This is an optimization exercise on Yosys and OpenROAD, whose aim is small area and a short achievable clock period, not a production implementation.

## divmodder
module divmodder #(parameter WIDTH = 32, parameter LATENCY = 4) (
  input clock, input reset,
  input [WIDTH-1:0] in1, input [WIDTH-1:0] in2,
  output [WIDTH-1:0] div, output [WIDTH-1:0] mod);
  wire [0:0] t0 = in1[31];
  wire hi0 = |in2[31:1];
  wire [0:0] dd0 = in2[0:0];
  wire [0:0] pg0 = ~(t0 ^ dd0);
  wire [0:0] gg0 = ~t0 & dd0;
  wire [1:0] bw0 = {gg0[0], 1'b0};
  wire [0:0] df0 = ~pg0 ^ bw0[0:0];
  wire ge0 = ~bw0[1] & ~hi0;
  wire [0:0] r1 = ge0 ? df0 : t0;
  wire [0:0] q1 = ge0;
  wire [1:0] t1 = {r1, in1[30]};
  wire hi1 = |in2[31:2];
  wire [1:0] dd1 = in2[1:0];
  wire [1:0] pg1 = ~(t1 ^ dd1);
  wire [1:0] gg1 = ~t1 & dd1;
  wire G1_1 = gg1[1] | (pg1[1] & gg1[0]);
  wire P1_1 = pg1[1] & pg1[0];
  wire [2:0] bw1 = {G1_1, gg1[0], 1'b0};
  wire [1:0] df1 = ~pg1 ^ bw1[1:0];
  wire ge1 = ~bw1[2] & ~hi1;
  wire [1:0] r2 = ge1 ? df1 : t1;
  wire [1:0] q2 = {q1, ge1};
  wire [2:0] t2 = {r2, in1[29]};
  wire hi2 = |in2[31:3];
  wire [2:0] dd2 = in2[2:0];
  wire [2:0] pg2 = ~(t2 ^ dd2);
  wire [2:0] gg2 = ~t2 & dd2;
  wire G2_1 = gg2[1] | (pg2[1] & gg2[0]);
  wire P2_1 = pg2[1] & pg2[0];
  wire G2_2 = gg2[2] | (pg2[2] & G2_1);
  wire P2_2 = pg2[2] & P2_1;
  wire [3:0] bw2 = {G2_2, G2_1, gg2[0], 1'b0};
  wire [2:0] df2 = ~pg2 ^ bw2[2:0];
  wire ge2 = ~bw2[3] & ~hi2;
  wire [2:0] r3 = ge2 ? df2 : t2;
  wire [2:0] q3 = {q2, ge2};
  wire [3:0] t3 = {r3, in1[28]};
  wire hi3 = |in2[31:4];
  wire [3:0] dd3 = in2[3:0];
  wire [3:0] pg3 = ~(t3 ^ dd3);
  wire [3:0] gg3 = ~t3 & dd3;
  wire G3_1 = gg3[1] | (pg3[1] & gg3[0]);
  wire P3_1 = pg3[1] & pg3[0];
  wire G3_2 = gg3[3] | (pg3[3] & gg3[2]);
  wire P3_2 = pg3[3] & pg3[2];
  wire G3_3 = gg3[2] | (pg3[2] & G3_1);
  wire P3_3 = pg3[2] & P3_1;
  wire G3_4 = G3_2 | (P3_2 & G3_1);
  wire P3_4 = P3_2 & P3_1;
  wire [4:0] bw3 = {G3_4, G3_3, G3_1, gg3[0], 1'b0};
  wire [3:0] df3 = ~pg3 ^ bw3[3:0];
  wire ge3 = ~bw3[4] & ~hi3;
  wire [3:0] r4 = ge3 ? df3 : t3;
  wire [3:0] q4 = {q3, ge3};
  reg [31:0] s1_d;
  always @(posedge clock) s1_d <= in2;
  reg [27:0] s1_a;
  always @(posedge clock) s1_a <= in1[27:0];
  reg [3:0] s1_r;
  always @(posedge clock) s1_r <= r4;
  reg [3:0] s1_q;
  ...
Size in the first run: ~5,300 cells after synthesis, about 330 flip-flops, roughly 130 I/O pins, ~0.036 sq mm of cells after synthesis.
make LEC_CHECK=0 ABC_AREA=1 CAP_MARGIN=20 CORE_MARGIN=2 CORE_UTILIZATION=40 SLEW_MARGIN=20 finish   # period 85.0 ns
run.sh (not shown) runs the stock make flow with config.mk's settings and CLKGATE_MAP_FILE= SYNTH_SCRIPT=/design/flow/synth_recipe.tcl, a recipe that flattens the netlist after the stock synthesis.
Rerun with:
--- a/flow/design.v
+++ b/flow/design.v
@@ -2156,17 +2156,25 @@
   wire G29_71 = G29_57 | (P29_57 & G29_51);
   wire P29_71 = P29_57 & P29_51;
   wire [30:0] bw29 = {G29_71, G29_70, G29_69, G29_68, G29_67, G29_66, G29_65, G29_64, G29_63, G29_62, G29_61, G29_60, G29_59, G29_58, G29_51, G29_50, G29_49, G29_48, G29_47, G29_46, G29_45, G29_44, G29_33, G29_32, G29_31, G29_30, G29_17, G29_16, G29_1, gg29[0], 1'b0};
   wire [29:0] df29 = ~pg29 ^ bw29[29:0];
   wire ge29 = ~bw29[30] & ~hi29;
   wire [29:0] r30 = ge29 ? df29 : t29;
   wire [29:0] q30 = {q29, ge29};
-  wire [30:0] t30 = {r30, s3_a[1]};
-  wire hi30 = |s3_d[31:31];
-  wire [30:0] dd30 = s3_d[30:0];
+  reg [31:0] s4_d;
+  always @(posedge clock) s4_d <= s3_d;
+  reg [1:0] s4_a;
+  always @(posedge clock) s4_a <= s3_a[1:0];
+  reg [29:0] s4_r;
+  always @(posedge clock) s4_r <= r30;
+  reg [29:0] s4_q;
+  always @(posedge clock) s4_q <= q30;
+  wire [30:0] t30 = {s4_r, s4_a[1]};
+  wire hi30 = |s4_d[31:31];
+  wire [30:0] dd30 = s4_d[30:0];
   wire [30:0] pg30 = ~(t30 ^ dd30);
   wire [30:0] gg30 = ~t30 & dd30;
   wire G30_1 = gg30[1] | (pg30[1] & gg30[0]);
   wire P30_1 = pg30[1] & pg30[0];
   wire G30_2 = gg30[3] | (pg30[3] & gg30[2]);
   wire P30_2 = pg30[3] & pg30[2];
   wire G30_3 = gg30[5] | (pg30[5] & gg30[4]);
@@ -2315,24 +2323,16 @@
   wire P30_74 = P30_59 & P30_53;
   wire G30_75 = G30_60 | (P30_60 & G30_53);
   wire P30_75 = P30_60 & P30_53;
   wire [31:0] bw30 = {G30_75, G30_74, G30_73, G30_72, G30_71, G30_70, G30_69, G30_68, G30_67, G30_66, G30_65, G30_64, G30_63, G30_62, G30_61, G30_53, G30_52, G30_51, G30_50, G30_49, G30_48, G30_47, G30_46, G30_34, G30_33, G30_32, G30_31, G30_17, G30_16, G30_1, gg30[0], 1'b0};
   wire [30:0] df30 = ~pg30 ^ bw30[30:0];
   wire ge30 = ~bw30[31] & ~hi30;
   wire [30:0] r31 = ge30 ? df30 : t30;
-  wire [30:0] q31 = {q30, ge30};
-  reg [31:0] s4_d;
-  always @(posedge clock) s4_d <= s3_d;
-  reg [0:0] s4_a;
-  always @(posedge clock) s4_a <= s3_a[0:0];
-  reg [30:0] s4_r;
-  always @(posedge clock) s4_r <= r31;
-  reg [30:0] s4_q;
-  always @(posedge clock) s4_q <= q31;
-  wire [31:0] t31 = {s4_r, s4_a[0]};
+  wire [30:0] q31 = {s4_q, ge30};
+  wire [31:0] t31 = {r31, s4_a[0]};
   wire hi31 = 1'b0;
   wire [31:0] dd31 = s4_d[31:0];
   wire [31:0] pg31 = ~(t31 ^ dd31);
   wire [31:0] gg31 = ~t31 & dd31;
   wire G31_1 = gg31[1] | (pg31[1] & gg31[0]);
   wire P31_1 = pg31[1] & pg31[0];
   wire G31_2 = gg31[3] | (pg31[3] & gg31[2]);
@@ -2493,11 +2493,11 @@
   wire P31_79 = P31_63 & P31_56;
   wire G31_80 = G31_64 | (P31_64 & G31_56);
   wire P31_80 = P31_64 & P31_56;
   wire [32:0] bw31 = {G31_80, G31_79, G31_78, G31_77, G31_76, G31_75, G31_74, G31_73, G31_72, G31_71, G31_70, G31_69, G31_68, G31_67, G31_66, G31_65, G31_56, G31_55, G31_54, G31_53, G31_52, G31_51, G31_50, G31_49, G31_36, G31_35, G31_34, G31_33, G31_18, G31_17, G31_1, gg31[0], 1'b0};
   wire [31:0] df31 = ~pg31 ^ bw31[31:0];
   wire ge31 = ~bw31[32] & ~hi31;
   wire [31:0] r32 = ge31 ? df31 : t31;
-  wire [31:0] q32 = {s4_q, ge31};
+  wire [31:0] q32 = {q31, ge31};
   assign div = q32;
   assign mod = r32;
 endmodule
Result:
- The new run completed with no timing, DRC or antenna violations
- via count came out lower by 3.1%
- count of clock-buffer cells in the layout drops by 8
- global-route usage fell by 0.24 points
- clock skew goes up by 21 ps
- wire length falls by 2.6%
- area after synthesis goes down by 0.90%
No functional check of the RTL was part of any run of this note.

## afterwards: timing with drivers on the ports
How much do the figures lean on ideal ports? The routed layouts below were timed once more, with nothing changed but the port constraints.
Step 1 (the two cells are an assumption about what drives the block):
set clk [get_ports {clock}]
set_driving_cell -lib_cell sky130_fd_sc_hd__clkbuf_16 $clk
set_driving_cell -lib_cell sky130_fd_sc_hd__buf_2 [delete_from_list [all_inputs] $clk]
Step 2 moves the port delays by t, midway between the first and last clock arrival at a register: inputs arrive t later, outputs are due t later. That takes back most of the time a late clock gives input paths.
Slacks: ideal ports / drivers / drivers and shift; pairs: ideal ports / drivers.
run | t (ns) | slack for setup (ns) | slew at the worst register clock pin (ns)
the first run | 0.661 | 61.963 / 61.963 / 61.857 | 0.08 / 0.08
the second run | 0.639 | 60.610 / 60.549 / 61.188 | 0.07 / 0.07
After both steps setup and hold are still met in every run listed. The setup slack of the first run, which loses most, moves by 0.000 ns with the drivers and by -0.106 ns with both steps.
